What follows belongs to an exercise in optimizing a design on an open flow for small area and a short achievable clock period; a production flow would make more cautious choices. Where RTL was checked, it was by simulation tests only, not by an equivalence proof against the original. No functional check of the RTL was part of runs 6 and 7. No activity file was given, so power comes from the tool's default toggle rates.

==> design.v <==
module cpu_top_level(clk,rst,r0,r1,r2,r3,r4,r5,r6,r7,
                     imem_addr,imem_data,dmem_addr,dmem_wdata,dmem_we,dmem_rdata);
    input clk,rst;
    output [15:0] r0,r1,r2,r3,r4,r5,r6,r7;
    output [15:0] imem_addr;
    input [15:0] imem_data;
    output [15:0] dmem_addr,dmem_wdata;
    output dmem_we;
    input [15:0] dmem_rdata;
    reg [15:0] pc;                        
    reg [15:0] rf1,rf2,rf3,rf4,rf5,rf6,rf7;
    reg        cflag, zflag;
    reg [15:0] ir_id, pc2_id;
    reg [15:0] ir_rr, pc2_rr;
    reg        cancel_rr;
    reg [3:0]  op_ex;
    reg [2:0]  dest_ex;
    reg [8:0]  imm_ex;
    reg [15:0] pc2_ex, a_ex, b_ex, tgt_ex;
    reg        wr_ex, we_ex, memop_ex, invb_ex, usec_ex, cin1_ex, nand_ex, kill_ex;
    reg [15:0] res_mem, sd_mem;
    reg        carry_mem;
    reg [2:0]  dest_mem;
    reg        wr_mem, fwd_mem, we_mem, lw_mem, cwr_mem, zwr_mem, cc_mem, zc_mem;
    reg [15:0] res_wb;
    reg        carry_wb;
    reg [2:0]  dest_wb;
    reg        wr_wb, fwd_wb, cwr_wb, zwr_wb, cc_wb, zc_wb;
    assign r0 = pc; assign r1 = rf1; assign r2 = rf2; assign r3 = rf3;
    assign r4 = rf4; assign r5 = rf5; assign r6 = rf6; assign r7 = rf7;
    assign imem_addr = pc;
    wire ex_br   = (op_ex == 4'b1000) | (op_ex == 4'b1001) | (op_ex == 4'b1010);
    wire ex_jal  = (op_ex == 4'b1100);
    wire ex_jlr  = (op_ex == 4'b1101);
    wire ex_jri  = (op_ex == 4'b1111);
    wire ex_lli  = (op_ex == 4'b0011);
    wire ex_lw   = (op_ex == 4'b0100);
    wire flush   = ex_br | ex_jal | ex_jlr | ex_jri;
    wire [15:0] ain = memop_ex ? {{10{imm_ex[5]}}, imm_ex[5:0]} : a_ex;
    wire [15:0] bx  = b_ex ^ {16{invb_ex}};
    wire        cin = usec_ex ? carry_mem : cin1_ex;
    wire [16:0] sum = {1'b0, ain} + {1'b0, bx} + {16'b0, cin};
    wire [15:0] alu = nand_ex ? ~(ain & ~b_ex) : sum[15:0];
    wire        carry_ex = ~kill_ex & (nand_ex | (sum[16] ^ invb_ex));
    wire [15:0] res_ex = kill_ex ? 16'd0 : (ex_jal | ex_jlr) ? pc2_ex :
                         ex_lli ? {7'b0, imm_ex} : alu;
    wire [15:0] target = (ex_br | ex_jal) ? tgt_ex :
                         ex_jlr ? b_ex : alu;
    wire [3:0] op_rr = ir_rr[15:12];
    wire [2:0] fn_rr = ir_rr[2:0];
    wire [2:0] ra = ir_rr[11:9];
    wire [2:0] rb = ir_rr[8:6];
    wire rr_nz   = |ir_rr;
    wire rr_add  = (op_rr == 4'b0001);
    wire rr_nand = (op_rr == 4'b0010);
    wire rr_br   = (op_rr == 4'b1000) | (op_rr == 4'b1001) | (op_rr == 4'b1010);
    wire rr_dwr  = ((op_rr == 4'b0000) & rr_nz) | rr_add | (op_rr == 4'b0100) |
                   (op_rr == 4'b0011) | (op_rr == 4'b1100) | (op_rr == 4'b1101) |
                   (rr_nand & (fn_rr[1:0] != 2'b11));
    wire rr_dwe  = (op_rr == 4'b0101);
    wire [2:0] dest_rr = (rr_add | rr_nand) ? ir_rr[5:3] :
                         (op_rr == 4'b0000) ? ir_rr[8:6] : ir_rr[11:9];
    wire ex_fwd  = wr_ex & ~ex_lli;
    wire freeze  = wr_ex & ex_lw & ((dest_ex == ra) | (dest_ex == rb));
    wire [15:0] mem_val = lw_mem ? dmem_rdata : res_mem;
    reg [15:0] rf_a, rf_b;
    always @(*) begin
        case (ra)
            3'd0: rf_a = pc;  3'd1: rf_a = rf1; 3'd2: rf_a = rf2; 3'd3: rf_a = rf3;
            3'd4: rf_a = rf4; 3'd5: rf_a = rf5; 3'd6: rf_a = rf6; default: rf_a = rf7;
        endcase
        case (rb)
            3'd0: rf_b = pc;  3'd1: rf_b = rf1; 3'd2: rf_b = rf2; 3'd3: rf_b = rf3;
            3'd4: rf_b = rf4; 3'd5: rf_b = rf5; 3'd6: rf_b = rf6; default: rf_b = rf7;
        endcase
    end
    wire [15:0] a_old = (fwd_mem & (dest_mem == ra)) ? mem_val :
                        (fwd_wb  & (dest_wb  == ra)) ? res_wb : rf_a;
    wire [15:0] b_old = (fwd_mem & (dest_mem == rb)) ? mem_val :
                        (fwd_wb  & (dest_wb  == rb)) ? res_wb : rf_b;
    wire hit_a = ex_fwd & (dest_ex == ra);
    wire hit_b = ex_fwd & (dest_ex == rb);
    wire [14:0] off_rr = (op_rr == 4'b1100) ? {{6{ir_rr[8]}}, ir_rr[8:0]} : {{9{ir_rr[5]}}, ir_rr[5:0]};
    wire [14:0] tgt_hi = pc2_rr[15:1] + off_rr - 15'd1;
    wire b_imm6 = (op_rr == 4'b0000);
    wire b_imm9 = (op_rr == 4'b1111);
    wire [15:0] a_next = hit_a ? res_ex : a_old;
    wire [15:0] b_next = b_imm6 ? {{10{ir_rr[5]}}, ir_rr[5:0]} :
                         b_imm9 ? {{6{ir_rr[8]}}, ir_rr[8:0], 1'b0} :
                         hit_b ? res_ex : b_old;
    wire wb_wr = wr_wb & (~cc_wb | cflag) & (~zc_wb | zflag);
    wire [15:0] rf_wd = res_wb & {16{~rst}};
    wire [7:0]  rf_we = {8{rst}} | ({8{wb_wr}} & (8'd1 << dest_wb));
    wire [15:0] pc2_if = {pc[15:1] + 15'd1, pc[0]};
    wire clr_ex = rst | freeze;
    always @(posedge clk) begin
        if (rst) pc <= 16'd0;
        else if (!freeze) pc <= flush ? target : pc2_if;
        else if (wb_wr && dest_wb == 3'd0) pc <= res_wb;
        if (rf_we[1]) rf1 <= rf_wd;
        if (rf_we[2]) rf2 <= rf_wd;
        if (rf_we[3]) rf3 <= rf_wd;
        if (rf_we[4]) rf4 <= rf_wd;
        if (rf_we[5]) rf5 <= rf_wd;
        if (rf_we[6]) rf6 <= rf_wd;
        if (rf_we[7]) rf7 <= rf_wd;
        if (cwr_wb) cflag <= carry_wb;
        if (zwr_wb) zflag <= ~|res_wb;
        if (rst) ir_id <= 16'd0;
        else if (!freeze) ir_id <= flush ? 16'd0 : imem_data;
        if (!freeze) pc2_id <= pc2_if;
        if (rst) ir_rr <= 16'd0;
        else if (!freeze) ir_rr <= ir_id;
        if (!freeze) begin
            pc2_rr <= pc2_id;
            cancel_rr <= flush;
        end
        kill_ex <= clr_ex;
        if (clr_ex) begin
            op_ex <= 4'd0; wr_ex <= 1'b0; we_ex <= 1'b0;
        end else begin
            op_ex <= op_rr;
            wr_ex <= rr_dwr & ~cancel_rr & ~flush;
            we_ex <= rr_dwe & ~cancel_rr & ~flush;
        end
        begin
            memop_ex <= (op_rr == 4'b0100) | (op_rr == 4'b0101);
            invb_ex <= (rr_add & fn_rr[2]) | rr_br;
            usec_ex <= rr_add & (fn_rr[1:0] == 2'b11);
            cin1_ex <= rr_br;
            nand_ex <= rr_nand & fn_rr[2] & (fn_rr[1:0] != 2'b11);
            a_ex <= a_next;
            b_ex <= b_next;
        end
        dest_ex <= dest_rr;
        imm_ex <= ir_rr[8:0];
        pc2_ex <= pc2_rr;
        tgt_ex <= {tgt_hi, pc2_rr[0]};
        res_mem <= res_ex;
        sd_mem <= a_ex;
        carry_mem <= carry_ex;
        dest_mem <= dest_ex;
        lw_mem <= ex_lw;
        cwr_mem <= (op_ex == 4'b0000) | (op_ex == 4'b0001);
        zwr_mem <= (op_ex == 4'b0000) | (op_ex == 4'b0001) | (op_ex == 4'b0010) | ex_lw;
        cc_mem <= ((op_ex == 4'b0001) | (op_ex == 4'b0010)) & (imm_ex[1:0] == 2'b10);
        zc_mem <= ((op_ex == 4'b0001) | (op_ex == 4'b0010)) & (imm_ex[1:0] == 2'b01);
        if (rst) begin
            wr_mem <= 1'b0; fwd_mem <= 1'b0; we_mem <= 1'b0;
        end else begin
            wr_mem <= wr_ex; fwd_mem <= ex_fwd; we_mem <= we_ex;
        end
        res_wb <= mem_val;
        carry_wb <= carry_mem;
        dest_wb <= dest_mem;
        cwr_wb <= cwr_mem; zwr_wb <= zwr_mem; cc_wb <= cc_mem; zc_wb <= zc_mem;
        if (rst) begin
            wr_wb <= 1'b0; fwd_wb <= 1'b0;
        end else begin
            wr_wb <= wr_mem; fwd_wb <= fwd_mem;
        end
    end
    assign dmem_addr = res_mem;
    assign dmem_wdata = sd_mem;
    assign dmem_we = we_mem;
endmodule
==> flow/run.sh <==
#!/bin/bash
# Standard ORFS layout, with the smallest buffer cell on the ports and a clock tree
# of fewer, larger leaf clusters.
set -euo pipefail
bash standard.sh "BUFFER_PORTS_ARGS=-buffer_cell sky130_fd_sc_hd__buf_1" \
  "CTS_ARGS=-sink_clustering_enable -repair_clock_nets -buf_list sky130_fd_sc_hd__clkbuf_16 -sink_clustering_size 24 -sink_clustering_max_diameter 100 -dont_use_dummy_load" \
  finish > standard.log 2>&1
==> standard.sh <==
#!/bin/bash
# synth_recipe.tcl (not shown) runs the flow's synth.tcl, then flattens the netlist and writes it again
# the make line also repeats each setting of config.mk as NAME=value (left out here)
make -C /OpenROAD-flow-scripts/flow DESIGN_CONFIG=/design/flow/config.mk WORK_HOME=/design/flow/orfs CLKGATE_MAP_FILE= SYNTH_SCRIPT=/design/flow/synth_recipe.tcl "${@:-finish}"
==> config.mk <==
export PLATFORM = sky130hd
export DESIGN_NAME = cpu_top_level
export DESIGN_NICKNAME = cpu_top_level
export VERILOG_FILES = /design/flow/design.v
export SDC_FILE = /design/flow/constraint.sdc
export NUM_CORES = 4
export LEC_CHECK = 0
export CAP_MARGIN = 20
export CORE_MARGIN = 2
export CORE_UTILIZATION = 40
export PLACE_DENSITY = 0.6
export SETUP_SLACK_MARGIN = 4.15
export SLEW_MARGIN = 20
==> constraint.sdc <==
create_clock -name core_clock -period 7.0 [get_ports {clk}]
set_input_delay 1.4000 -clock core_clock [delete_from_list [all_inputs] [get_ports {clk}]]
set_output_delay 1.4000 -clock core_clock [all_outputs]
set_load 0.01 [all_outputs]
==> summary.txt, run 1 <==
Outcome
  – Status: timing/DRC/antenna clean

Global route
  – Total track usage: 0.284
  – Number of global-route vias before repair: 13600
  – Initial antenna violation count: 0
  – First-pass GRT wire length: about 93 mm
  – Pin count of the biggest net entering global routing: 67
  – GRT overflow: 0

Place
  – Port buffer count: between 200 and 250
  – Gpl congestion: 0.952
  – Post-DP HPWL: 47.3 mm

Synth
  – Synth warn: 1
  – Dominant synthesized flop cell: dfxtp_1
  – Synth Area in Compound Gates: 0.187
  – Mean Syn Cell Area: 10.1 µm²
  – Synth Area in Adders: 0.0351
  – Main combinational cell family by area after synthesis: compound AO/OA/AOI/OAI gates
  – Post-synth EDFFs: approximately 150
  – Synth Net Count: 1771
  – Syn Std Cell Area: roughly 0.017 mm²
  – Post-Synth Simple-Gate Area: 0.120
  – Multiplexer share of the synthesized area: 0.0654
  – Mapped Cells: 1691
  – FFs w/ async S/R, synth: 0
  – Sequential share of the synthesized area: 0.500
  – Yosys cell types: 79
  – Flops & latches, synth: 352
  – Xor-xnor portion of the synthesized cell area: 0.0360

STA
  – Final hold violations: 0
  – Final setup fails: 0
  – Slew Viols, Final: 0
  – RSZ-0062 raised after global routing: yes
  – Clock Skews: between 60 and 70 ps
  – Measured slew at the worst slew-check pin: between 1000 and 1500 ps
  – Final TNS setup: 0 ps
  – Max-slew headroom: 0.223
  – Final period utilization: 0.435
  – Max Freq: 0.329 GHz
  – Post-layout min period: 3040 ps

Routing
  – First drt pass iteration count: 6
  – DRT Wirelength: 65.2 mm
  – Routed via count: 14700
  – Residual DRC count: 0
  – Initial DRC count: 1914
  – Vias/cell: about 6.1
  – Antenna Nets Post-Route: 0
  – DR WL/cell: 27.3 µm

Power
  – Static Leak: 7.25 nW
  – Pwr Total: 5.48 mW
  – Peak supply drop: 0.221 mV
  – PwrDens: roughly 280 mW/mm²

Floorplanning
  – Die area: 0.0442 mm²
  – Initial core utilization: 0.406
  – Core area: 0.0419 mm²
  – Die W: 210 µm
  – # IOs: 211
  – Chip height: roughly 210 µm
  – # rows: 75

Critical path
  – Worst EP required: 7420 ps
  – Worst setup SP type: register
  – Worst EP arrival: 3470 ps
  – Worst Path Max Fanout: 6
  – Slowest cell on the critical path: or4b_1
  – Slowest stage delay, CP: 480 ps
  – Top cell by count, worst path: fa_2
  – Crit. End Element: register
  – Setup CP Type: register to register
  – Crit path cell chain: mux2_4 > fa_2 > inv_2 > fa_2 > nor2b_2 > o21ai_4 > a31o_4 > a221oi_4 > or4b_1 > and3_4 > a221o_1

Cells and area
  – Share of cells above drive strength 1: 0.145
  – Most frequent cells in the layout: 209 x buf_1, 170 x dfxtp_1, 152 x nand2_1
  – Multi-input logic area: just over 0.008 mm²
  – Most common cell after layout, fill and taps aside: buf_1
  – NumNets Final: about 1900
  – Register Area: 0.00858 mm²
  – P&R area growth vs syn: 15.2%
  – Layout fillers: between 3000 and 4000

CTS
  – Clock slew at reported path FFs: 110 ps
  – H-Tree Depth: 1
  – Num CTS Buffers: 19
  – Clk Tree Root Cell: clkbuf_16
  – Clock Latency Late Sink: 570 ps
  – CTS tree: done
  – Sink Count: 352
  – Longest Clk Path Bufs: 3

Hold path
  – Hold WC Path Type: register to register

Flow run
  – Max Cap Viol: 0
metal layers:
| layer | up-vias | track usage | share of wire | routed length [µm] |
|---|---|---|---|---|
| met2 | 890 | 0.445 | 0.44 | 29000 |
| li1 | 6485 | - | - | - |
| met4 | 0 | 0.105 | 0.046 | 3010 |
| met3 | 158 | 0.0501 | 0.10 | 6670 |
| met5 | - | 0 | 0 | 0 |
| met1 | 7138 | 0.394 | 0.41 | 26500 |
area by class of cell:
class	count	area share
tap	539	0.0344
sequential	352	0.438
clock buffer	19	0.0242
inverter	100	0.0191
timing repair buffer	269	0.0687
multi-input combinational	1112	0.416
antenna	1	0.000128
power by group:
group / leakage (nW) / switching (mW) / internal, mW
combinational: 3.74 / 0.902 / 0.600
sequential: 3.28 / 0.343 / 2.47
clock: 0.234 / 0.670 / 0.487
registers in the layout, summed over array words and instances, names as in the netlist, 16 cells and up:
signal,count
a_ex,16
b_ex,16
ir_id,16
ir_rr,16
pc,16
pc2_id,16
pc2_rr,16
res_mem,16
res_wb,16
rf1,16
rf2,16
rf3,16
rf4,16
rf5,16
rf6,16
rf7,16
sd_mem,16
tgt_ex,16
worst max-delay path: cells and delay by family, from the launching register on:
kind,cells,cell delay (ps)
AO/OA/AOI/OAI,4,770
adder cells (fa/ha/maj),2,580
buffers and inverters,1,70
flip-flops,1,420
multiplexers,1,330
AND/OR/NAND/NOR,3,760
repair_timing:
action / CTS / global route
setup buffers: 17 / 19
gates resized for setup: 79 / 83
setup endpoints to repair: 154 / 47
hold buffers: 0 / 0
pin swaps: 10 / 34
through the flow:
step / hold WS [ps] / setup WS, ps / instance area, µm² / instances / util
floorplan: 310 / 4040 / 17100 / 1691 / -
global placement: 311 / 3280 / 18200 / 2332 / 0.433
detailed placement: 318 / 3220 / 18200 / 2336 / 0.434
CTS: 336 / 3990 / 19100 / 2372 / 0.456
global route: 339 / 3900 / 19600 / 2391 / 0.468
finish: 335 / 3960 / 19600 / 2392 / 0.468
path summary, 6_finish.rpt:
check | startpoint | end | slack, ps | cells past startpoint
max reg2reg | memop_ex | b_ex[14] | 3960 | 11
max | memop_ex | b_ex[14] | 3960 | 11
min | zc_mem | zc_wb | 330 | 0
min reg2reg | zc_mem | zc_wb | 330 | 0
cells in the mapped netlist, drive strengths merged, types with 5 or more instances:
cell / instances / area [µm²]
o31ai: 8 / 60.1
nand3b: 8 / 60.1
o21ai: 85 / 429
nor2: 94 / 353
ha: 43 / 538
nand2b: 13 / 81.3
nand3: 38 / 190
a21o: 10 / 75.1
or2: 5 / 31.3
nand2: 155 / 582
clkbuf: 66 / 248
o211ai: 32 / 240
o21a: 9 / 67.6
mux2i: 37 / 370
nor2b: 33 / 206
dfxtp: 205 / 4100
a221oi: 35 / 313
xnor2: 31 / 272
a21oi: 136 / 681
a22oi: 26 / 195
a22o: 9 / 78.8
and2: 8 / 50.1
a221o: 10 / 100
inv: 100 / 375
a211oi: 26 / 195
nor3: 17 / 90.1
nand4: 11 / 68.8
o221ai: 12 / 105
edfxtp: 147 / 4410
mux2: 40 / 450
buf: 61 / 335
xor2: 39 / 342
o22ai: 25 / 156
a311oi: 8 / 70.1
a31oi: 14 / 87.6
nor4: 9 / 62.6
and3: 15 / 98.8
mux4: 13 / 293
cells by family after synthesis:
kind of cell / count (synthesis)
xor+xnor: 70
buf+inv: 227
mux: 90
fa+ha+maj: 46
flops: 352
simple gates: 425
compound gates: 481
==> run 2, diff against run 1 <==
--- a/flow/run.sh
+++ b/flow/run.sh
@@ -4,4 +4,4 @@
 set -euo pipefail
 bash standard.sh "BUFFER_PORTS_ARGS=-buffer_cell sky130_fd_sc_hd__buf_1" \
   "CTS_ARGS=-sink_clustering_enable -repair_clock_nets -buf_list sky130_fd_sc_hd__clkbuf_16 -sink_clustering_size 24 -sink_clustering_max_diameter 100 -dont_use_dummy_load" \
-  finish > standard.log 2>&1
+  "RECOVER_POWER=100" finish > standard.log 2>&1
--- a/config.mk
+++ b/config.mk
@@ -9,5 +9,5 @@
 export CORE_MARGIN = 2
 export CORE_UTILIZATION = 40
 export PLACE_DENSITY = 0.6
-export SETUP_SLACK_MARGIN = 4.15
+export SETUP_SLACK_MARGIN = 4
 export SLEW_MARGIN = 20
==> run 2 against run 1 <==
Net effect: the layout now fails its checks (capacitance limit, slew limit); count of clock-buffer cells in the layout is the same; die area did not move; sequential power hardly changed; via count fell by 0.92%; critical path type unchanged; largest cell class unchanged.
==> summary.txt, run 2 <==
STA
  – Measured slew at the worst slew-check pin: 3350 ps
  – Hold slack: 333 ps
  – Clock Skews: 71.6 ps
  – Final period utilization: 0.669
  – Max Freq: between 0.2 and 0.25 GHz
  – Slew Viols, Final: 160
  – Post-layout min period: 4680 ps
  – Final hold violations: 0
  – RSZ-0062 raised after global routing: yes
  – Final setup fails: 0
  – Setup ws final: 2320 ps
  – Max-slew headroom: -1.26
  – Final TNS setup: 0 ps

Critical path
  – Worst EP arrival: between 5000 and 6000 ps
  – Crit. End Element: register
  – Worst setup SP type: register
  – Worst EP required: 7430 ps
  – Worst Path Max Fanout: 38
  – Setup CP Type: register to register

CTS
  – Sink Count: 352
  – H-Tree Depth: 1
  – Num CTS Buffers: 19
  – Clock Latency Late Sink: ~560 ps
  – Clk Tree Root Cell: clkbuf_16
  – Longest Clk Path Bufs: 3
  – CTS tree: done
  – Clock slew at reported path FFs: 100 ps
  – CTS Hold Buffers Added: 0

Synth
  – Post-synth EDFFs: 147
  – Synth warn: 1
  – Most frequent cell after synthesis: dfxtp_1
  – Sequential share of the synthesized area: 0.500
  – Dominant synthesized flop cell: dfxtp_1
  – Synth Net Count: 1771
  – Most frequent cells after synthesis: 205 x dfxtp_1, 155 x nand2_1, 147 x edfxtp_1, 136 x a21oi_1, 97 x inv_1
  – Mean Syn Cell Area: 10.1 µm²
  – Top cell type's share of synthesized area: 0.259
  – Yosys top cell by area: edfxtp_1
  – Flops & latches, synth: between 300 and 400
  – Mapped Cells: around 1700
  – Syn Std Cell Area: 0.0170 mm²
  – Area contributors post-synth: edfxtp_1 26%, dfxtp_1 24%, a21oi_1 4.0%, nand2_1 3.4%, ha_1 3.2%
  – Yosys cell types: 79
  – FFs w/ async S/R, synth: 0

Cells and area
  – Finished Layout Cells: about 2400
  – Share of cells above drive strength 1: 0.0757
  – Final core occ: 0.450
  – Cell area after layout: roughly 0.019 mm²
  – # diodes: 0
  – Most common cell after layout, fill and taps aside: buf_1
  – Most frequent cells in the layout: 209 x buf_1, 198 x dfxtp_1, 154 x nand2_1
  – P&R area growth vs syn: 10.8%
  – NumNets Final: 1917

Routing
  – DR WL/cell: 26.9 µm
  – Initial DRC count: 1744
  – Vias/cell: 6.12
  – Residual DRC count: 0
  – First drt pass iteration count: 5
  – Antenna Nets Post-Route: 0
  – DRT Wirelength: 63.8 mm
  – Routed via count: 14500

Place
  – Gpl congestion: 0.988
  – Placed Area: around 0.018 mm²
  – Placed insts: 2334
  – Port buffer count: 210
  – Place WS: 3170 ps
  – Post-DP HPWL: 47.0 mm

Hold path
  – Hold WC Path Type: register to register

Power
  – Pwr Total: 5.35 mW
  – Static Leak: 7.03 nW
  – PwrDens: 284 mW/mm²
  – Peak supply drop: between 0.15 and 0.2 mV

Outcome
  – Violated checks: capacitance limit, slew limit
  – Status: finished with violations

Floorplanning
  – Core area: 0.0419 mm²
  – Die W: 210 µm
  – # rows: 75
  – Initial core utilization: 0.406
  – Die area: 0.0442 mm²
  – # IOs: 211
  – Chip height: around 210 µm

Global route
  – GRT overflow: 0
  – Total track usage: 0.278
  – Number of global-route vias before repair: 13500
  – Pin count of the biggest net entering global routing: 71
  – First-pass GRT wire length: 91.2 mm
  – Initial antenna violation count: 0

Flow run
  – Max Cap Viol: 8
## run 2: cell types whose count changed in the layout (fill, tap and decap cells not counted), sizes merged
cell    delta
buf       -31
clkbuf    +13
diode      -1
o211a      +1
## run 2: layout make-up
cell class              count  area (µm²)
multi-input cells        1113        7710
fillers                  4061       23100
flip-flops and latches    352        8530
repair buffers            251        1100
clock buffers              19         475
well taps                 539         674
inverters                 100         375
## run 2: cells by family (layout without fill, tap and decap cells)
group                      count (synthesis)  after routing  share of synthesized area
AOI/OAI and AO/OA                        481            482                      0.187
and+or+nand+nor                          425            425                      0.120
DFF                                      352            352                      0.500
buffers and inverters                    227            370                     0.0563
muxes                                     90             90                     0.0654
xor gates and xnor gates                  70             70                     0.0360
adders and majority gates                 46             46                     0.0351
## run 2: worst max-delay path: stages, from the launching register on
cell,delay (ps)
dfxtp_1,1060
clkbuf_1,1620
nor2b_1,210
a221o_1,440
a221oi_1,410
o21ai_0,250
o211a_1,210
a211oi_1,240
o22ai_1,110
## run 2: what timing repair did
action,CTS,global route
gates resized for setup,33,78
gates cloned,0,1
hold endpoints to repair,0,0
pin swaps,4,12
setup endpoints to repair,120,44
buffers inserted,12,8
## run 2: per-layer routing
metal,GRT usage,vias to the layer above,routed length [µm]
li1,-,6449,-
met1,0.392,7079,26700
met2,0.422,858,27800
met3,0.0462,150,6110
met4,0.120,0,3180
met5,0,-,0
## run 2: final timing paths
| check | startpoint | end | slack [ps] | depth (start not counted) |
|---|---|---|---|---|
| worst max register to register | ir_rr[8] | b_ex[1] | 2320 | 8 |
| worst max-delay path | ir_rr[8] | b_ex[1] | 2320 | 8 |
| worst min register to register | cwr_mem | cwr_wb | 330 | 0 |
| worst min-delay path | cwr_mem | cwr_wb | 330 | 0 |
## run 2: power breakdown
group          switching, mW  internal (mW)
Clock                  0.663          0.487
Combinational          0.866          0.522
Sequential             0.336           2.48
==> run 3, diff against run 2 <==
--- a/flow/run.sh
+++ b/flow/run.sh
@@ -4,4 +4,4 @@
 set -euo pipefail
 bash standard.sh "BUFFER_PORTS_ARGS=-buffer_cell sky130_fd_sc_hd__buf_1" \
   "CTS_ARGS=-sink_clustering_enable -repair_clock_nets -buf_list sky130_fd_sc_hd__clkbuf_16 -sink_clustering_size 24 -sink_clustering_max_diameter 100 -dont_use_dummy_load" \
-  "RECOVER_POWER=100" finish > standard.log 2>&1
+  "MATCH_CELL_FOOTPRINT=0" finish > standard.log 2>&1
==> run 3 against run 2 <==
Net effect: now clean on timing, DRC and antenna; clock skew is 34 ps lower; synthesized cell count unchanged; first-iteration DRC count is 9.1% higher; synthesized area did not move; critical path type unchanged; highest routed layer is now met5.
==> summary.txt, run 3 <==
CTS
  – Clock slew at reported path FFs: about 90 ps
  – Sink Count: ~350
  – Num CTS Buffers: 19
  – Clk Tree Root Cell: clkbuf_16
  – H-Tree Depth: 1
  – Longest Clk Path Bufs: 3
  – CTS Hold Buffers Added: 0
  – Clock Latency Late Sink: 550 ps
  – CTS tree: done

Cells and area
  – Most frequent cells in the layout: 209 x buf_1, 184 x dfxtp_1, 153 x nand2_1
  – NumNets Final: 1917
  – Multi-input logic area: a little under 0.008 mm²
  – Most common cell after layout, fill and taps aside: buf_1
  – Register Area: between 0.008 and 0.009 mm²
  – # diodes: 0
  – Layout fillers: 3995
  – Final core occ: 0.457
  – Share of cells above drive strength 1: 0.110
  – P&R area growth vs syn: 12.6%

Critical path
  – Crit. End Element: register
  – Worst setup SP type: register
  – RR Endpoint: b_ex[0]
  – Worst R2R Path Depth: 8
  – Crit. path cell count: 8
  – Slowest stage delay, CP: 890 ps
  – CP Buf/Inv Count: 0
  – Slowest cell on the critical path: a311oi_1
  – Worst Path Max Fanout: 4
  – Worst EP required: roughly 7500 ps
  – Setup CP Type: register to register
  – R2r setup slk: 3960 ps
  – Crit path cell chain: mux2_4 > fa_2 > nor2_1 > a31oi_1 > nand2_1 > a311oi_1 > a22oi_1 > nand2_1
  – RR Startpoint: memop_ex
  – Top cell by count, worst path: nand2_1
  – Worst EP arrival: between 3000 and 4000 ps
  – Critical path startpoint: memop_ex
  – Largest delay share family, worst path: compound AO/OA/AOI/OAI gates
  – CP endpoint: b_ex[0]

Floorplanning
  – # rows: 75
  – Initial core utilization: 0.406
  – # IOs: roughly 210
  – Chip height: 210 µm
  – Die area: around 0.044 mm²
  – Die W: roughly 210 µm
  – Core area: 0.0419 mm²

Synth
  – Dominant synthesized flop cell: dfxtp_1
  – Most frequent cells after synthesis: 205 x dfxtp_1, 155 x nand2_1, 147 x edfxtp_1, 136 x a21oi_1, 97 x inv_1
  – Synth warn: 1
  – Sequential share of the synthesized area: 0.500
  – Mapped Cells: approximately 1700
  – Mean Syn Cell Area: 10.1 µm²
  – Flops & latches, synth: roughly 350
  – Yosys top cell by area: edfxtp_1
  – FFs w/ async S/R, synth: 0
  – Area contributors post-synth: edfxtp_1 26%, dfxtp_1 24%, a21oi_1 4.0%, nand2_1 3.4%, ha_1 3.2%
  – Syn Std Cell Area: between 0.015 and 0.02 mm²
  – Yosys cell types: 79
  – Top cell type's share of synthesized area: 0.259
  – Post-synth EDFFs: approximately 150
  – Most frequent cell after synthesis: dfxtp_1
  – Synth Net Count: roughly 1800

Power
  – PwrDens: between 200 and 300 mW/mm²
  – Peak supply drop: approximately 0.14 mV
  – Static Leak: 7.11 nW

STA
  – Slew Viols, Final: 0
  – Measured slew at the worst slew-check pin: 1130 ps
  – Clock Skews: roughly 38 ps
  – Max Freq: 0.329 GHz
  – Hold slack: 334 ps
  – Post-layout min period: 3040 ps
  – Final period utilization: 0.435
  – Final hold violations: 0
  – Final TNS setup: 0 ps
  – RSZ-0062 raised after global routing: yes
  – Final setup fails: 0
  – Max-slew headroom: 0.250

Routing
  – DR WL/cell: 27.1 µm
  – Initial DRC count: 1903
  – Vias/cell: 6.12
  – First drt pass iteration count: 6
  – Routed via count: 14500
  – Residual DRC count: 0
  – Antenna Nets Post-Route: 0
  – DRT Wirelength: 64.3 mm

Place
  – Post-DP HPWL: 47.7 mm
  – Port buffer count: between 200 and 250
  – Gpl congestion: 0.958

Global route
  – Pin count of the biggest net entering global routing: 60
  – First-pass GRT wire length: 92.9 mm
  – Initial antenna violation count: 2
  – Total track usage: 0.283
  – Number of global-route vias before repair: 13600
  – GRT overflow: 0

Outcome
  – Status: timing/DRC/antenna clean

Hold path
  – Hold WC Path Type: register to register

Flow run
  – Max Cap Viol: 0
## run 3: cell counts after synthesis
Identical to the previous run, type by type.
## run 3: stage by stage
| step | instances | power [mW] | setup WS (ps) | area, µm² |
|---|---|---|---|---|
| 6_report | 2374 | 5.37 | 3960 | 19200 |
| 5_1_grt | 2374 | 5.59 | 3920 | 19200 |
| 4_1_cts | 2368 | 5.30 | 3930 | 18900 |
| 3_5_place_dp | 2337 | 4.14 | 3290 | 18200 |
| 3_3_place_gp | 2335 | 4.14 | 3340 | 18200 |
| 2_1_floorplan | 1691 | 3.56 | 4000 | 17000 |
## run 3: worst min-delay path by stage
stage,endpoint,slack (ps),depth (start not counted),from
after floorplan,cc_wb,310,0,cc_mem
after global placement,cwr_wb,310,0,cwr_mem
after detailed placement,zwr_wb,310,0,zwr_mem
after CTS,cc_wb,340,0,cc_mem
after global routing,cwr_wb,350,0,cwr_mem
final,cc_wb,330,0,cc_mem
## run 3: power by group
| part | internal [mW] | switching (mW) | total, mW | leakage, nW |
|---|---|---|---|---|
| clock | 0.487 | 0.668 | 1.16 | 0.234 |
| combinational | 0.537 | 0.861 | 1.40 | 3.61 |
| sequential | 2.47 | 0.346 | 2.82 | 3.27 |
## run 3: layer usage
metal,up-vias,part of all wire,GRT usage
li1,6441,-,-
met4,4,0.053,0.123
met2,881,0.43,0.431
met5,-,0.00036,0
met3,158,0.10,0.0515
met1,7041,0.41,0.396
## run 3: repair_timing
item                                    CTS  global route
setup buffers                            12             4
endpoints found under the setup margin  124            39
resized for setup                        35            60
gates cloned                              0             1
pin swaps                                 4            13
## run 3: final cells by class
| type | count | area share |
|---|---|---|
| sequential | 352 | 0.446 |
| multi-input combinational | 1113 | 0.412 |
| timing repair buffer | 251 | 0.0618 |
| tap | 539 | 0.0352 |
| clock buffer | 19 | 0.0248 |
| inverter | 100 | 0.0196 |
## run 3: cell families (layout without fill, tap and decap cells)
group           after synthesis  after routing  synth area share
compound gates              481            482             0.187
xor+xnor                     70             70            0.0360
fa+ha+maj                    46             46            0.0351
buf+inv                     227            370            0.0563
flops                       352            352             0.500
mux                          90             90            0.0654
simple gates                425            425             0.120
==> run 4, diff against run 3 <==
--- a/config.mk
+++ b/config.mk
@@ -9,5 +9,5 @@
 export CORE_MARGIN = 2
 export CORE_UTILIZATION = 40
 export PLACE_DENSITY = 0.6
-export SETUP_SLACK_MARGIN = 4
+export SETUP_SLACK_MARGIN = 4.4
 export SLEW_MARGIN = 20
==> run 4 against run 3 <==
Net effect: count of clock-buffer cells in the layout unchanged; wire length increased by 3.7%; largest cell class unchanged; via count increased by 4.6%; core utilization grew 3.7 points; die area unchanged; clock power is essentially flat; critical endpoint is now b_ex[14]; clock skew grew 17 ps; worst hold slack gained 2.5 ps; flip-flop and latch count is the same; register-to-register slack better by 20 ps; still clean on timing, DRC and antenna.
==> summary.txt, run 4 <==
Outcome
  – Status: timing/DRC/antenna clean

Power
  – Clock power share: 0.201
  – PwrDens: roughly 280 mW/mm²
  – Static Leak: 7.80 nW
  – Switching Share: 0.350
  – Peak supply drop: 0.187 mV
  – Reg power frac: 0.491
  – Internal Dissipation: between 3 and 4 mW
  – NetSw: about 2.0 mW
  – Combinational Power Share: 0.307

Critical path
  – Worst Path Max Fanout: 5
  – Worst EP required: around 7400 ps
  – Worst EP arrival: around 3500 ps
  – Worst setup SP type: register
  – Crit. End Element: register
  – Setup CP Type: register to register

CTS
  – Num CTS Buffers: 19
  – H-Tree Depth: 1
  – Longest Clk Path Bufs: 3
  – Clock slew at reported path FFs: about 100 ps
  – Clk Tree Root Cell: clkbuf_16
  – CTS tree: done
  – CTS Hold Buffers Added: 0
  – Clock Latency Late Sink: 560 ps
  – Sink Count: 352

Cells and area
  – Cell area after layout: 0.0207 mm²
  – NumNets Final: about 2000
  – Most frequent cells in the layout: 194 x buf_1, 166 x dfxtp_1, 148 x nand2_1
  – P&R area growth vs syn: 21.8%
  – # diodes: 0
  – Share of cells above drive strength 1: 0.218
  – Most common cell after layout, fill and taps aside: buf_1
  – Layout fillers: just under 4000

Floorplanning
  – Core area: between 0.04 and 0.05 mm²
  – Die W: 210 µm
  – # rows: 75
  – # IOs: around 210
  – Initial core utilization: 0.406
  – Chip height: ~210 µm
  – Die area: around 0.044 mm²

Synth
  – Syn Std Cell Area: 0.0170 mm²
  – Flops & latches, synth: 352
  – Post-synth EDFFs: around 150
  – Yosys cell types: 79
  – FFs w/ async S/R, synth: 0
  – Synth warn: 1
  – Area contributors post-synth: edfxtp_1 26%, dfxtp_1 24%, a21oi_1 4.0%, nand2_1 3.4%, ha_1 3.2%
  – Sequential share of the synthesized area: 0.500
  – Most frequent cell after synthesis: dfxtp_1
  – Dominant synthesized flop cell: dfxtp_1
  – Yosys top cell by area: edfxtp_1
  – Mean Syn Cell Area: 10.1 µm²
  – Mapped Cells: 1691
  – Most frequent cells after synthesis: 205 x dfxtp_1, 155 x nand2_1, 147 x edfxtp_1, 136 x a21oi_1, 97 x inv_1
  – Top cell type's share of synthesized area: 0.259
  – Synth Net Count: ~1800

Hold path
  – Hold WC Path Type: register to register

STA
  – Final hold violations: 0
  – Final period utilization: 0.433
  – Slew Viols, Final: 0
  – Max-slew headroom: 0.133
  – Final setup fails: 0
  – Max Freq: 0.330 GHz
  – Clock Skews: 55.0 ps
  – Measured slew at the worst slew-check pin: approximately 1300 ps
  – Final TNS setup: 0 ps
  – Post-layout min period: about 3000 ps
  – RSZ-0062 raised after global routing: yes

Place
  – Placed Area: 0.0182 mm²
  – Gpl congestion: 0.977
  – Port buffer count: 210
  – Post-DP HPWL: about 47 mm

Global route
  – Initial antenna violation count: 1
  – GRT overflow: 0
  – Total track usage: 0.288
  – Pin count of the biggest net entering global routing: 62
  – Number of global-route vias before repair: around 14000
  – First-pass GRT wire length: 94.2 mm

Routing
  – Vias/cell: roughly 6.2
  – First drt pass iteration count: 6
  – DR WL met2: 29.2 mm
  – Wl on met1: around 27 mm
  – Routed via count: 15200
  – Initial DRC count: 2168
  – DR WL/cell: 27.0 µm
  – DRT Wirelength: 66.6 mm
  – DR WL met3: 6.67 mm
  – Max layer used: met5
  – Residual DRC count: 0
  – Antenna Nets Post-Route: 0

Flow run
  – Max Cap Viol: 0
run 4: cell types whose count changed in the layout (fill, tap and decap cells not counted), sizes merged:
cell	delta
o211a	-1
clkbuf	+15
inv	-1
buf	+76
clkinvlp	+1
run 4: path summary, 6_finish.rpt:
kind                                from        to  slack, ps  cells past startpoint
worst min register to register    cc_mem     cc_wb        340                      0
worst min-delay path              cc_mem     cc_wb        340                      0
worst max-delay path            memop_ex  b_ex[14]       3970                     11
worst max register to register  memop_ex  b_ex[14]       3970                     11
run 4: power by group through the flow:
stage	combinational, mW	clock [mW]	sequential (mW)
2_1_floorplan	0.857	0	2.73
3_3_place_gp	1.29	0	2.86
3_5_place_dp	1.29	0	2.85
4_1_cts	1.49	1.15	2.79
5_1_grt	1.87	1.23	2.82
6_report	1.75	1.15	2.80
run 4: area by class of cell:
cell class | instances | area (µm²) | share of cell area
inverter | 100 | 382 | 0.0184
sequential | 352 | 8640 | 0.417
tap | 539 | 674 | 0.0325
clock buffer | 19 | 475 | 0.0229
timing repair buffer | 342 | 1980 | 0.0955
multi-input combinational | 1112 | 8590 | 0.414
run 4: per-layer routing:
layer	GRT usage	vias to the layer above
met3	0.0596	183
met5	0	-
met4	0.132	2
li1	-	6637
met2	0.438	978
met1	0.395	7393
run 4: timing repair:
| action | CTS | global route |
|---|---|---|
| endpoints found under the setup margin | 291 | 131 |
| pin swaps | 50 | 87 |
| gates cloned | 1 | 1 |
| gates resized for setup | 152 | 130 |
| setup buffers | 57 | 55 |
run 4: worst max-delay path, cell delays in order (launching register included):
cell	delay, ps
dfxtp_4	410
mux2_4	330
fa_2	410
inv_2	70
fa_2	230
nor2b_4	60
o21ai_4	160
a31o_4	220
a221oi_4	80
or4b_1	480
and3_4	200
a221o_1	280
run 4: cells by family (layout without fill, tap and decap cells):
| kind of cell | count (synthesis) | in the layout | synth area share |
|---|---|---|---|
| adders and majority gates | 46 | 46 | 0.0351 |
| xor gates and xnor gates | 70 | 70 | 0.0360 |
| buffers and inverters | 227 | 461 | 0.0563 |
| and+or+nand+nor | 425 | 425 | 0.120 |
| AOI/OAI and AO/OA | 481 | 481 | 0.187 |
| DFF | 352 | 352 | 0.500 |
| muxes | 90 | 90 | 0.0654 |
run 4: per-stage QoR:
step	utilization	hold slack [ps]	cells	power, mW	setup WS, ps
2_1_floorplan	-	310	1691	3.58	4060
3_3_place_gp	0.434	313	2329	4.15	3380
3_5_place_dp	0.434	316	2329	4.15	3330
4_1_cts	0.470	337	2406	5.43	3990
5_1_grt	0.494	340	2464	5.92	3920
6_report	0.494	337	2464	5.70	3970
==> run 5, diff against run 4 <==
--- a/flow/run.sh
+++ b/flow/run.sh
@@ -4,4 +4,4 @@
 set -euo pipefail
 bash standard.sh "BUFFER_PORTS_ARGS=-buffer_cell sky130_fd_sc_hd__buf_1" \
   "CTS_ARGS=-sink_clustering_enable -repair_clock_nets -buf_list sky130_fd_sc_hd__clkbuf_16 -sink_clustering_size 24 -sink_clustering_max_diameter 100 -dont_use_dummy_load" \
-  "MATCH_CELL_FOOTPRINT=0" finish > standard.log 2>&1
+  finish > standard.log 2>&1
--- a/config.mk
+++ b/config.mk
@@ -7,7 +7,7 @@
 export LEC_CHECK = 0
 export CAP_MARGIN = 20
 export CORE_MARGIN = 2
-export CORE_UTILIZATION = 40
-export PLACE_DENSITY = 0.6
-export SETUP_SLACK_MARGIN = 4.4
+export CORE_UTILIZATION = 55
+export PLACE_DENSITY = 0.7
+export SETUP_SLACK_MARGIN = 4
 export SLEW_MARGIN = 20
==> run 5 against run 4 <==
Net effect: non-clock buffer count is 91 lower; worst hold slack worse by 7.7 ps; combinational power decreased by 22%; die area decreased by 27%; largest power group unchanged; highest routed layer unchanged.
==> summary.txt, run 5 <==
Critical path
  – R2r setup slk: just under 4000 ps
  – Worst EP required: 7410 ps
  – Setup CP Type: register to register
  – Crit. End Element: register
  – Crit path cell chain: mux2_4 > fa_2 > inv_2 > fa_2 > nor2b_2 > o21ai_2 > a31o_4 > a221oi_4 > or4b_1 > and3_4 > a221o_1
  – Slowest cell on the critical path: or4b_1
  – RR Endpoint: b_ex[14]
  – Worst Path Max Fanout: 4
  – Worst R2R Path Depth: 11
  – Worst setup SP type: register
  – Worst EP arrival: 3450 ps
  – Slowest stage delay, CP: 500 ps
  – Top cell by count, worst path: fa_2
  – RR Startpoint: a_ex[0]

Hold path
  – Hold Path Depth: 0
  – Hold WC Path Type: register to register
  – Hold wc startpoint: cwr_mem
  – Worst hold endpoint: cwr_wb

Global route
  – Number of global-route vias before repair: 13600
  – First-pass GRT wire length: 87.6 mm
  – Initial antenna violation count: 1
  – Pin count of the biggest net entering global routing: 70
  – GRT overflow: 0
  – Total track usage: 0.352

Routing
  – First drt pass iteration count: 6
  – Antenna Nets Post-Route: 0
  – Initial DRC count: 1721
  – DR WL/cell: 26.3 µm
  – DRT Wirelength: around 59 mm
  – Vias/cell: 6.52
  – Routed via count: 14500
  – Residual DRC count: 0

Synth
  – FFs w/ async S/R, synth: 0
  – Area contributors post-synth: edfxtp_1 26%, dfxtp_1 24%, a21oi_1 4.0%, nand2_1 3.4%, ha_1 3.2%
  – Most frequent cells after synthesis: 205 x dfxtp_1, 155 x nand2_1, 147 x edfxtp_1, 136 x a21oi_1, 97 x inv_1
  – Sequential share of the synthesized area: 0.500
  – Synth Net Count: between 1500 and 2000
  – Syn Std Cell Area: 0.0170 mm²
  – Top cell type's share of synthesized area: 0.259
  – Mapped Cells: 1691
  – Post-synth EDFFs: 147
  – Mean Syn Cell Area: 10.1 µm²
  – Synth warn: 1
  – Yosys top cell by area: edfxtp_1
  – Dominant synthesized flop cell: dfxtp_1
  – Most frequent cell after synthesis: dfxtp_1
  – Flops & latches, synth: ~350
  – Yosys cell types: 79

CTS
  – Clk Tree Root Cell: clkbuf_16
  – Sink Count: 352
  – Num CTS Buffers: 18
  – CTS tree: done
  – H-Tree Depth: 1
  – Clock Latency Late Sink: 540 ps
  – Clock slew at reported path FFs: roughly 100 ps
  – CTS Hold Buffers Added: 0
  – Longest Clk Path Bufs: 3

Power
  – Static Leak: 7.08 nW
  – Peak supply drop: 0.220 mV
  – PwrDens: 280 mW/mm²

STA
  – Post-layout min period: 3040 ps
  – Final setup fails: 0
  – Max Freq: about 0.33 GHz
  – RSZ-0062 raised after global routing: yes
  – Slew Viols, Final: 0
  – Clock Skews: 31.6 ps
  – Final period utilization: 0.434
  – Final TNS setup: 0 ps
  – Max-slew headroom: 0.351
  – Measured slew at the worst slew-check pin: 972 ps
  – Setup ws final: 3960 ps
  – Final hold violations: 0

Cells and area
  – Multi-input logic area: 0.00780 mm²
  – Share of cells above drive strength 1: 0.105
  – P&R area growth vs syn: 10.4%
  – # diodes: 0
  – NumNets Final: 1915
  – Most common cell after layout, fill and taps aside: buf_1
  – Register Area: 0.00856 mm²
  – Layout fillers: approximately 2600
  – Most frequent cells in the layout: 209 x buf_1, 187 x dfxtp_1, 151 x nand2_1

Floorplanning
  – # rows: 64
  – Initial core utilization: 0.558
  – # IOs: 211
  – Die W: 180 µm
  – Chip height: 180 µm
  – Die area: 0.0324 mm²
  – Core area: 0.0305 mm²

Place
  – Port buffer count: 210
  – Gpl congestion: 1.00
  – Place WS: 3360 ps
  – Post-DP HPWL: 42.8 mm

Flow run
  – Max Cap Viol: 0

Outcome
  – Status: timing/DRC/antenna clean
run 5: changes by cell type in the layout (fill, tap and decap cells not counted), sizes merged:
cell / previous run / this run
clkinvlp: 1 / 0
clkbuf: 37 / 19
buf: 324 / 250
inv: 99 / 100
run 5: report_power, final:
part,internal [mW],leakage (nW),switching (mW)
Combinational,0.530,3.58,0.844
Sequential,2.47,3.27,0.321
Clock,0.463,0.222,0.642
run 5: kinds of logic (layout without fill, tap and decap cells):
group | count (synthesis) | after routing | synth area share
buffers and inverters | 227 | 369 | 0.0563
adder cells (fa/ha/maj) | 46 | 46 | 0.0351
multiplexers | 90 | 90 | 0.0654
AND/OR/NAND/NOR | 425 | 425 | 0.120
XOR/XNOR | 70 | 70 | 0.0360
flip-flops | 352 | 352 | 0.500
AO/OA/AOI/OAI | 481 | 481 | 0.187
run 5: repair_timing:
action | 4_1_cts | 5_1_grt
gates resized for setup | 24 | 61
cloned | 0 | 0
setup buffers | 10 | 8
pin swaps | 4 | 12
endpoints found under the setup margin | 65 | 45
run 5: cell type report:
class | instances | share of cell area
Multi-Input combinational cell | 1112 | 0.415
Timing Repair Buffer | 251 | 0.0601
Inverter | 100 | 0.0201
Clock buffer | 18 | 0.0239
Tap cell | 396 | 0.0263
Sequential cell | 352 | 0.455
run 5: metal layers:
metal / vias up / routed length [µm] / GRT usage
met5: - / 16 / 0
met4: 2 / 2560 / 0.135
met3: 146 / 6370 / 0.0588
met2: 986 / 26300 / 0.559
met1: 6955 / 23400 / 0.485
li1: 6451 / - / -
run 5: critical path: cells and delay by family (launching register included):
kind | cells | cell delay [ps]
adders and majority gates | 2 | 600
and+or+nand+nor | 3 | 770
DFF | 1 | 370
buffers and inverters | 1 | 70
muxes | 1 | 310
AOI/OAI and AO/OA | 4 | 790
run 5: how the worst max path moves through the flow:
| stage | startpoint | depth (start not counted) | end |
|---|---|---|---|
| final | a_ex[0] | 11 | b_ex[14] |
| after floorplan | memop_ex | 12 | b_ex[14] |
| after global routing | memop_ex | 11 | b_ex[14] |
| after detailed placement | invb_ex | 11 | b_ex[14] |
| after CTS | usec_ex | 11 | b_ex[14] |
| after global placement | invb_ex | 11 | b_ex[14] |
run 5: stage by stage:
stage / power, mW / cells / util / cell area [µm²] / hold slack [ps]
2_1_floorplan: 3.56 / 1691 / - / 17000 / 310
3_3_place_gp: 4.08 / 2192 / 0.588 / 17900 / 313
5_1_grt: 5.48 / 2229 / 0.617 / 18800 / 340
4_1_cts: 5.18 / 2220 / 0.608 / 18500 / 331
3_5_place_dp: 4.09 / 2192 / 0.588 / 18000 / 312
6_report: 5.27 / 2229 / 0.617 / 18800 / 329
==> run 6, diff against run 5 <==
--- a/design.v
+++ b/design.v
@@ -18,6 +18,7 @@
     reg [8:0]  imm_ex;
     reg [15:0] pc2_ex, a_ex, b_ex, tgt_ex;
     reg        wr_ex, we_ex, memop_ex, invb_ex, usec_ex, cin1_ex, nand_ex, kill_ex;
+    reg        fa_ex, fb_ex;              
     reg [15:0] res_mem, sd_mem;
     reg        carry_mem;
     reg [2:0]  dest_mem;
@@ -36,16 +37,18 @@
     wire ex_lli  = (op_ex == 4'b0011);
     wire ex_lw   = (op_ex == 4'b0100);
     wire flush   = ex_br | ex_jal | ex_jlr | ex_jri;
-    wire [15:0] ain = memop_ex ? {{10{imm_ex[5]}}, imm_ex[5:0]} : a_ex;
-    wire [15:0] bx  = b_ex ^ {16{invb_ex}};
+    wire [15:0] a_eff = fa_ex ? res_mem : a_ex;
+    wire [15:0] b_eff = fb_ex ? res_mem : b_ex;
+    wire [15:0] ain = memop_ex ? {{10{imm_ex[5]}}, imm_ex[5:0]} : a_eff;
+    wire [15:0] bx  = b_eff ^ {16{invb_ex}};
     wire        cin = usec_ex ? carry_mem : cin1_ex;
     wire [16:0] sum = {1'b0, ain} + {1'b0, bx} + {16'b0, cin};
-    wire [15:0] alu = nand_ex ? ~(ain & ~b_ex) : sum[15:0];
+    wire [15:0] alu = nand_ex ? ~(ain & ~b_eff) : sum[15:0];
     wire        carry_ex = ~kill_ex & (nand_ex | (sum[16] ^ invb_ex));
     wire [15:0] res_ex = kill_ex ? 16'd0 : (ex_jal | ex_jlr) ? pc2_ex :
                          ex_lli ? {7'b0, imm_ex} : alu;
     wire [15:0] target = (ex_br | ex_jal) ? tgt_ex :
-                         ex_jlr ? b_ex : alu;
+                         ex_jlr ? b_eff : alu;
     wire [3:0] op_rr = ir_rr[15:12];
     wire [2:0] fn_rr = ir_rr[2:0];
     wire [2:0] ra = ir_rr[11:9];
@@ -84,10 +87,9 @@
     wire [14:0] tgt_hi = pc2_rr[15:1] + off_rr - 15'd1;
     wire b_imm6 = (op_rr == 4'b0000);
     wire b_imm9 = (op_rr == 4'b1111);
-    wire [15:0] a_next = hit_a ? res_ex : a_old;
+    wire [15:0] a_next = a_old;
     wire [15:0] b_next = b_imm6 ? {{10{ir_rr[5]}}, ir_rr[5:0]} :
-                         b_imm9 ? {{6{ir_rr[8]}}, ir_rr[8:0], 1'b0} :
-                         hit_b ? res_ex : b_old;
+                         b_imm9 ? {{6{ir_rr[8]}}, ir_rr[8:0], 1'b0} : b_old;
     wire wb_wr = wr_wb & (~cc_wb | cflag) & (~zc_wb | zflag);
     wire [15:0] rf_wd = res_wb & {16{~rst}};
     wire [7:0]  rf_we = {8{rst}} | ({8{wb_wr}} & (8'd1 << dest_wb));
@@ -131,13 +133,15 @@
             nand_ex <= rr_nand & fn_rr[2] & (fn_rr[1:0] != 2'b11);
             a_ex <= a_next;
             b_ex <= b_next;
+            fa_ex <= hit_a;
+            fb_ex <= hit_b & ~b_imm6 & ~b_imm9;
         end
         dest_ex <= dest_rr;
         imm_ex <= ir_rr[8:0];
         pc2_ex <= pc2_rr;
         tgt_ex <= {tgt_hi, pc2_rr[0]};
         res_mem <= res_ex;
-        sd_mem <= a_ex;
+        sd_mem <= a_eff;
         carry_mem <= carry_ex;
         dest_mem <= dest_ex;
         lw_mem <= ex_lw;
==> flow/run.sh (replaced) <==
#!/bin/bash
# Standard ORFS layout, with the smallest buffer cell on the ports and a clock tree
# of fewer, larger leaf clusters.
set -euo pipefail
bash standard.sh "BUFFER_PORTS_ARGS=-buffer_cell sky130_fd_sc_hd__buf_1" \
  "CTS_ARGS=-sink_clustering_enable -repair_clock_nets -buf_list sky130_fd_sc_hd__clkbuf_16 -sink_clustering_size 30 -sink_clustering_max_diameter 100 -dont_use_dummy_load" \
  finish > standard.log 2>&1
--- a/config.mk
+++ b/config.mk
@@ -7,7 +7,7 @@
 export LEC_CHECK = 0
 export CAP_MARGIN = 20
 export CORE_MARGIN = 2
-export CORE_UTILIZATION = 55
-export PLACE_DENSITY = 0.7
+export CORE_UTILIZATION = 40
+export PLACE_DENSITY = 0.6
 export SETUP_SLACK_MARGIN = 4
 export SLEW_MARGIN = 20
==> run 6 against run 5 <==
Net effect: wire length grew 8.0%; via count fell by 1.1%; sequential power rose by 3%; core utilization decreased by 16 points; critical path depth increased by 2; clock power hardly changed; flip-flop and latch count increased by 2; first-iteration DRC count fell by 18%; critical endpoint is now pc[10]; largest power group unchanged; highest routed layer is now met4.
==> summary.txt, run 6 <==
STA
  – Max Freq: 0.312 GHz
  – Slew Viols, Final: 0
  – RSZ-0062 raised after global routing: yes
  – Final period utilization: 0.458
  – Measured slew at the worst slew-check pin: 994 ps
  – Clock Skews: 35.3 ps
  – Final setup fails: 0
  – Max-slew headroom: 0.330
  – Setup ws final: 3790 ps
  – Final hold violations: 0
  – Final TNS setup: 0 ps
  – Post-layout min period: 3210 ps

CTS
  – H-Tree Depth: 1
  – Clk Tree Root Cell: clkbuf_16
  – Clock slew at reported path FFs: 120 ps
  – Sink Count: 354
  – Clock Latency Late Sink: 530 ps
  – CTS Hold Buffers Added: 0
  – Longest Clk Path Bufs: 3
  – CTS tree: done
  – Num CTS Buffers: 16

Power
  – PwrDens: roughly 290 mW/mm²
  – Combinational Power Share: 0.292
  – Static Leak: 7.25 nW
  – Switching Share: 0.356
  – Internal Dissipation: 3.59 mW
  – NetSw: 1.98 mW
  – Clock power share: 0.192
  – Reg power frac: 0.516
  – Peak supply drop: 0.169 mV

Synth
  – Sequential share of the synthesized area: 0.496
  – Yosys cell types: 80
  – Most frequent cells after synthesis: 207 x dfxtp_1, 165 x nand2_1, 147 x edfxtp_1, 145 x nor2_1, 126 x a21oi_1
  – Syn Std Cell Area: 0.0172 mm²
  – Flops & latches, synth: 354
  – Synth Net Count: roughly 1800
  – Mapped Cells: 1715
  – Post-synth EDFFs: around 150
  – FFs w/ async S/R, synth: 0
  – Area contributors post-synth: edfxtp_1 26%, dfxtp_1 24%, a21oi_1 3.7%, nand2_1 3.6%, mux2_2 3.5%
  – Dominant synthesized flop cell: dfxtp_1
  – Yosys top cell by area: edfxtp_1
  – Synth warn: 1
  – Top cell type's share of synthesized area: 0.256
  – Mean Syn Cell Area: approximately 10 µm²
  – Most frequent cell after synthesis: dfxtp_1

Hold path
  – Hold WC Path Type: register to register

Floorplanning
  – Die W: around 210 µm
  – Core area: 0.0428 mm²
  – # IOs: 211
  – Initial core utilization: 0.403
  – Chip height: 212 µm
  – Die area: 0.0448 mm²
  – # rows: between 70 and 80

Outcome
  – Status: timing/DRC/antenna clean

Global route
  – Pin count of the biggest net entering global routing: 66
  – GRT overflow: 0
  – Initial antenna violation count: 0
  – First-pass GRT wire length: 91.4 mm
  – Total track usage: 0.275
  – Number of global-route vias before repair: 13700

Cells and area
  – NumNets Final: 1945
  – Most frequent cells in the layout: 209 x buf_1, 190 x dfxtp_1, 164 x nand2_1
  – # diodes: 0
  – P&R area growth vs syn: 12.7%
  – Most common cell after layout, fill and taps aside: buf_1
  – Share of cells above drive strength 1: 0.128

Routing
  – DR WL/cell: between 20 and 30 µm
  – Routed via count: 14400
  – Residual DRC count: 0
  – Initial DRC count: 1412
  – Vias/cell: 5.97
  – First drt pass iteration count: 7
  – Antenna Nets Post-Route: 0
  – DRT Wirelength: 63.4 mm

Critical path
  – Crit. End Element: register
  – Setup CP Type: register to register
  – Worst EP required: about 7400 ps
  – Worst Path Max Fanout: 5
  – Worst EP arrival: approximately 3600 ps
  – Worst setup SP type: register

Flow run
  – Max Cap Viol: 0

Place
  – Place WS: 2960 ps
  – Port buffer count: 210
  – Gpl congestion: 0.994
  – Post-DP HPWL: about 46 mm
run 6: cell count changes in the layout (fill, tap and decap cells not counted), moves of 12 or more:
cell,delta
inv_1,-20
o21ai_1,-13
xor2_1,-19
xnor2_1,+17
mux2i_1,+15
buf_4,+12
mux2_2,+13
a22oi_1,-16
nor2_1,+50
nand2_1,+13
run 6: metal layers:
metal	up-vias	track usage	part of all wire
met3	100	0.0353	0.075
met5	-	0	0
met4	0	0.0755	0.031
met1	7153	0.390	0.44
met2	672	0.443	0.46
li1	6454	-	-
run 6: worst paths after layout:
path / start / to / slack, ps / cells after the start
worst min-delay path: zc_mem / zc_wb / 340 / 0
worst min register to register: zc_mem / zc_wb / 340 / 0
worst max register to register: fb_ex / pc[10] / 3790 / 13
worst max-delay path: fb_ex / pc[10] / 3790 / 13
run 6: area by class of cell:
cell class                 count  area (µm²)
fill                        4154       23400
sequential                   354        8590
multi-input combinational   1148        8150
timing repair buffer         267        1300
tap                          546         683
clock buffer                  16         400
inverter                      78         298
run 6: critical path: stages (launching register included):
cell       delay, ps
dfxtp_2          360
buf_12           120
mux2i_4          260
xnor2_2          150
fa_2             260
inv_2             50
fa_2             360
nand2b_4         170
a21oi_4          230
o2111ai_4        170
mux2_4           350
a2111oi_4        260
o21ai_2          110
a221oi_2         240
run 6: through the flow:
stage                     cell area, µm²  total power [mW]  hold slack, ps  std cells  utilization
after floorplan                    17300              3.73             310       1715            -
after global placement             18300              4.33             313       2362        0.428
after detailed placement           18300              4.34             315       2362        0.428
after CTS                          19100              5.44             341       2397        0.446
after global routing               19400              5.80             343       2409        0.454
final                              19400              5.57             339       2409        0.454
run 6: kinds of logic (layout without fill, tap and decap cells):
group	after synthesis	count (layout)	share of synthesized area
flip-flops	354	354	0.496
AO/OA/AOI/OAI	423	423	0.161
multiplexers	125	125	0.0875
XOR/XNOR	70	70	0.0356
AND/OR/NAND/NOR	483	483	0.128
buffers and inverters	213	361	0.0561
adder cells (fa/ha/maj)	47	47	0.0353
run 6: power by group through the flow:
stage / Sequential [mW] / Clock, mW / Combinational (mW)
floorplan: 2.78 / 0 / 0.948
global placement: 2.91 / 0 / 1.42
detailed placement: 2.91 / 0 / 1.43
CTS: 2.86 / 1.08 / 1.50
global route: 2.89 / 1.14 / 1.76
finish: 2.87 / 1.07 / 1.63
run 6: what timing repair did:
action,CTS,global route
gates resized for setup,53,60
setup endpoints to repair,80,38
pin swaps,13,22
setup buffers,19,12
==> run 7, diff against run 6 <==
==> flow/run.sh (replaced) <==
#!/bin/bash
# Standard ORFS layout, with the smallest buffer cell on the ports and a clock tree
# of fewer, larger leaf clusters.
set -euo pipefail
bash standard.sh "BUFFER_PORTS_ARGS=-buffer_cell sky130_fd_sc_hd__buf_1" \
  "CTS_ARGS=-sink_clustering_enable -repair_clock_nets -buf_list sky130_fd_sc_hd__clkbuf_8 -sink_clustering_size 14 -sink_clustering_max_diameter 100 -dont_use_dummy_load" \
  finish > standard.log 2>&1
==> run 7 against run 6 <==
Net effect: still clean on timing, DRC and antenna; flip-flop and latch count is the same; die area unchanged; count of clock-buffer cells in the layout is 13 higher; combinational power hardly changed; largest cell class unchanged; highest routed layer unchanged.
==> summary.txt, run 7 <==
STA
  – Setup ws final: 3820 ps
  – Clock Skews: 68.8 ps
  – Slew Viols, Final: 0
  – Max-slew headroom: 0.347
  – Measured slew at the worst slew-check pin: 973 ps
  – RSZ-0062 raised after global routing: yes
  – Post-layout min period: between 3000 and 4000 ps
  – Final setup fails: 0
  – Final TNS setup: 0 ps
  – Max Freq: ~0.31 GHz
  – Final hold violations: 0
  – Final period utilization: 0.454

CTS
  – H-Tree Depth: 1
  – CTS Hold Buffers Added: 0
  – Clock slew at reported path FFs: 120 ps
  – Sink Count: 354
  – CTS tree: done
  – Num CTS Buffers: 29
  – Longest Clk Path Bufs: 3
  – Clk Tree Root Cell: clkbuf_8
  – Clock Latency Late Sink: 650 ps

Power
  – PwrDens: 285 mW/mm²
  – Combinational Power Share: 0.294
  – Internal Dissipation: 3.55 mW
  – Static Leak: 7.29 nW
  – Switching Share: 0.361
  – Reg power frac: 0.517
  – Clock power share: 0.189
  – Peak supply drop: 0.146 mV
  – NetSw: around 2.0 mW

Synth
  – FFs w/ async S/R, synth: 0
  – Area contributors post-synth: edfxtp_1 26%, dfxtp_1 24%, a21oi_1 3.7%, nand2_1 3.6%, mux2_2 3.5%
  – Synth Net Count: 1795
  – Top cell type's share of synthesized area: 0.256
  – Most frequent cells after synthesis: 207 x dfxtp_1, 165 x nand2_1, 147 x edfxtp_1, 145 x nor2_1, 126 x a21oi_1
  – Post-synth EDFFs: between 100 and 150
  – Yosys top cell by area: edfxtp_1
  – Mapped Cells: 1715
  – Sequential share of the synthesized area: 0.496
  – Synth warn: 1
  – Most frequent cell after synthesis: dfxtp_1
  – Yosys cell types: 80
  – Dominant synthesized flop cell: dfxtp_1
  – Mean Syn Cell Area: 10.1 µm²
  – Flops & latches, synth: roughly 350
  – Syn Std Cell Area: approximately 0.017 mm²

Critical path
  – Largest delay share family, worst path: compound AO/OA/AOI/OAI gates
  – Worst EP arrival: about 3700 ps
  – CP Buf/Inv Count: 2
  – Worst Path Max Fanout: 5
  – Setup CP Type: register to register
  – Slowest cell on the critical path: dfxtp_2
  – Slowest stage delay, CP: 360 ps
  – Worst EP required: ~7500 ps
  – Crit. End Element: register
  – Crit path cell chain: buf_12 > mux2i_4 > xnor2_2 > fa_2 > inv_2 > fa_2 > nand2b_4 > a21oi_4 > o2111ai_4 > mux2_4 > a2111oi_4 > o21ai_2 > a221oi_2
  – Top cell by count, worst path: fa_2
  – Worst setup SP type: register

Place
  – Post-DP HPWL: 46.1 mm
  – Gpl congestion: about 1
  – Placed Area: 0.0183 mm²
  – Port buffer count: between 200 and 250
  – Place WS: 2960 ps

Floorplanning
  – Chip height: ~210 µm
  – Initial core utilization: 0.403
  – Die W: 212 µm
  – Die area: between 0.04 and 0.05 mm²
  – # IOs: 211
  – Core area: 0.0428 mm²
  – # rows: 76

Cells and area
  – P&R area growth vs syn: 13.1%
  – Layout fillers: 4146
  – Share of cells above drive strength 1: 0.141
  – Register Area: 0.00860 mm²
  – Cell area after layout: 0.0195 mm²
  – NumNets Final: 1964
  – Most frequent cells in the layout: 209 x buf_1, 184 x dfxtp_1, 163 x nand2_1
  – Most common cell after layout, fill and taps aside: buf_1
  – Multi-input logic area: 0.00816 mm²
  – # diodes: 0

Routing
  – Vias/cell: 5.95
  – DRT Wirelength: 63.5 mm
  – DR WL/cell: 26.1 µm
  – First drt pass iteration count: 5
  – Residual DRC count: 0
  – Routed via count: 14400
  – Antenna Nets Post-Route: 0
  – Initial DRC count: 1382

Global route
  – Initial antenna violation count: 1
  – Number of global-route vias before repair: around 14000
  – Met1 global-route usage: 0.392
  – Routing usage on met2: 0.446
  – Total track usage: 0.277
  – GRT overflow: 0
  – Met3 GRT Util: 0.0381
  – Pin count of the biggest net entering global routing: 66
  – GRT busiest layer: met2
  – First-pass GRT wire length: 91.9 mm

Flow run
  – Max Cap Viol: 0

Outcome
  – Status: timing/DRC/antenna clean

Hold path
  – Hold WC Path Type: register to register
-- run 7: cell counts after synthesis --
No cell type changed its count.
-- run 7: power groups by stage --
stage,Combinational (mW),Clock (mW),Sequential (mW)
5_1_grt,1.77,1.13,2.90
4_1_cts,1.49,1.07,2.86
2_1_floorplan,0.948,0,2.78
6_report,1.63,1.05,2.87
3_5_place_dp,1.43,0,2.91
3_3_place_gp,1.42,0,2.91
-- run 7: final timing paths --
path	slack, ps	endpoint	from	cells after the start
setup / recovery	3820	pc[10]	fb_ex	13
hold / removal	330	zc_wb	zc_mem	0
setup reg to reg	3820	pc[10]	fb_ex	13
hold reg to reg	330	zc_wb	zc_mem	0
-- run 7: layer usage --
metal	part of all wire	vias to the layer above	wire length, µm
met4	0.032	0	2020
met1	0.43	7134	27600
met5	0	-	0
met2	0.46	701	29300
met3	0.073	109	4640
li1	-	6493	-
-- run 7: repair_timing --
action,in CTS,in global routing
pin swaps,7,21
buffers inserted,17,20
endpoints found under the setup margin,90,37
resized for setup,53,70
-- run 7: logic make-up (layout without fill, tap and decap cells) --
family                   count (synthesis)  in the layout  share of synthesized area
flip-flops                             354            354                      0.496
AND/OR/NAND/NOR                        483            483                      0.128
buffers and inverters                  213            380                     0.0561
XOR/XNOR                                70             70                     0.0356
multiplexers                           125            125                     0.0875
AO/OA/AOI/OAI                          423            423                      0.161
adder cells (fa/ha/maj)                 47             47                     0.0353
-- run 7: cell type report --
class / instances / area share
tap: 546 / 0.0350
sequential: 354 / 0.441
inverter: 78 / 0.0153
timing repair buffer: 273 / 0.0692
clock buffer: 29 / 0.0205
multi-input combinational: 1148 / 0.419
-- run 7: through the flow --
step | total power [mW] | utilization | cells | hold WS (ps)
2_1_floorplan | 3.73 | - | 1715 | 310
3_3_place_gp | 4.33 | 0.428 | 2362 | 313
3_5_place_dp | 4.34 | 0.428 | 2362 | 315
4_1_cts | 5.42 | 0.445 | 2408 | 335
5_1_grt | 5.79 | 0.456 | 2428 | 338
6_report | 5.56 | 0.456 | 2428 | 334

-- separate check: timing with driven ports --
In the flow no input, the clock included, has a driving cell. The finished layouts below were timed again as built, in two steps. Step 1 assumes that a clkbuf_16 drives the clock port and a buf_2 every other input. Step 2 adds t to the input delays and takes it off the output delays; t is the mean of the earliest and latest rising clock arrival at the registers after step 1. Input paths then give back, and output paths get back, about the clock's delay inside the block. Slacks: ideal / step 1 / step 2; pairs: ideal / step 1.
run | t (ns) | setup slack, ns | hold WS [ns] | slew at the worst register clock pin (ns)
run 1 | 0.595 | 3.958 / 3.958 / 3.590 | 0.335 / 0.335 / 0.335 | 0.11 / 0.11
run 2 | 0.578 | 2.318 / 2.318 / 2.318 | 0.333 / 0.333 / 0.333 | 0.11 / 0.11
run 3 | 0.592 | 3.957 / 3.957 / 3.507 | 0.334 / 0.334 / 0.334 | 0.10 / 0.10
run 4 | 0.589 | 3.972 / 3.972 / 3.892 | 0.337 / 0.337 / 0.337 | 0.11 / 0.11
run 5 | 0.575 | 3.962 / 3.949 / 3.936 | 0.329 / 0.329 / 0.329 | 0.11 / 0.11
run 6 | 0.572 | 3.793 / 3.793 / 3.480 | 0.339 / 0.339 / 0.339 | 0.12 / 0.12
run 7 | 0.670 | 3.820 / 3.820 / 3.467 | 0.334 / 0.334 / 0.334 | 0.12 / 0.12
The setup slack of run 3, which loses most, moves by 0.000 ns with the drivers and by -0.450 ns with both steps.
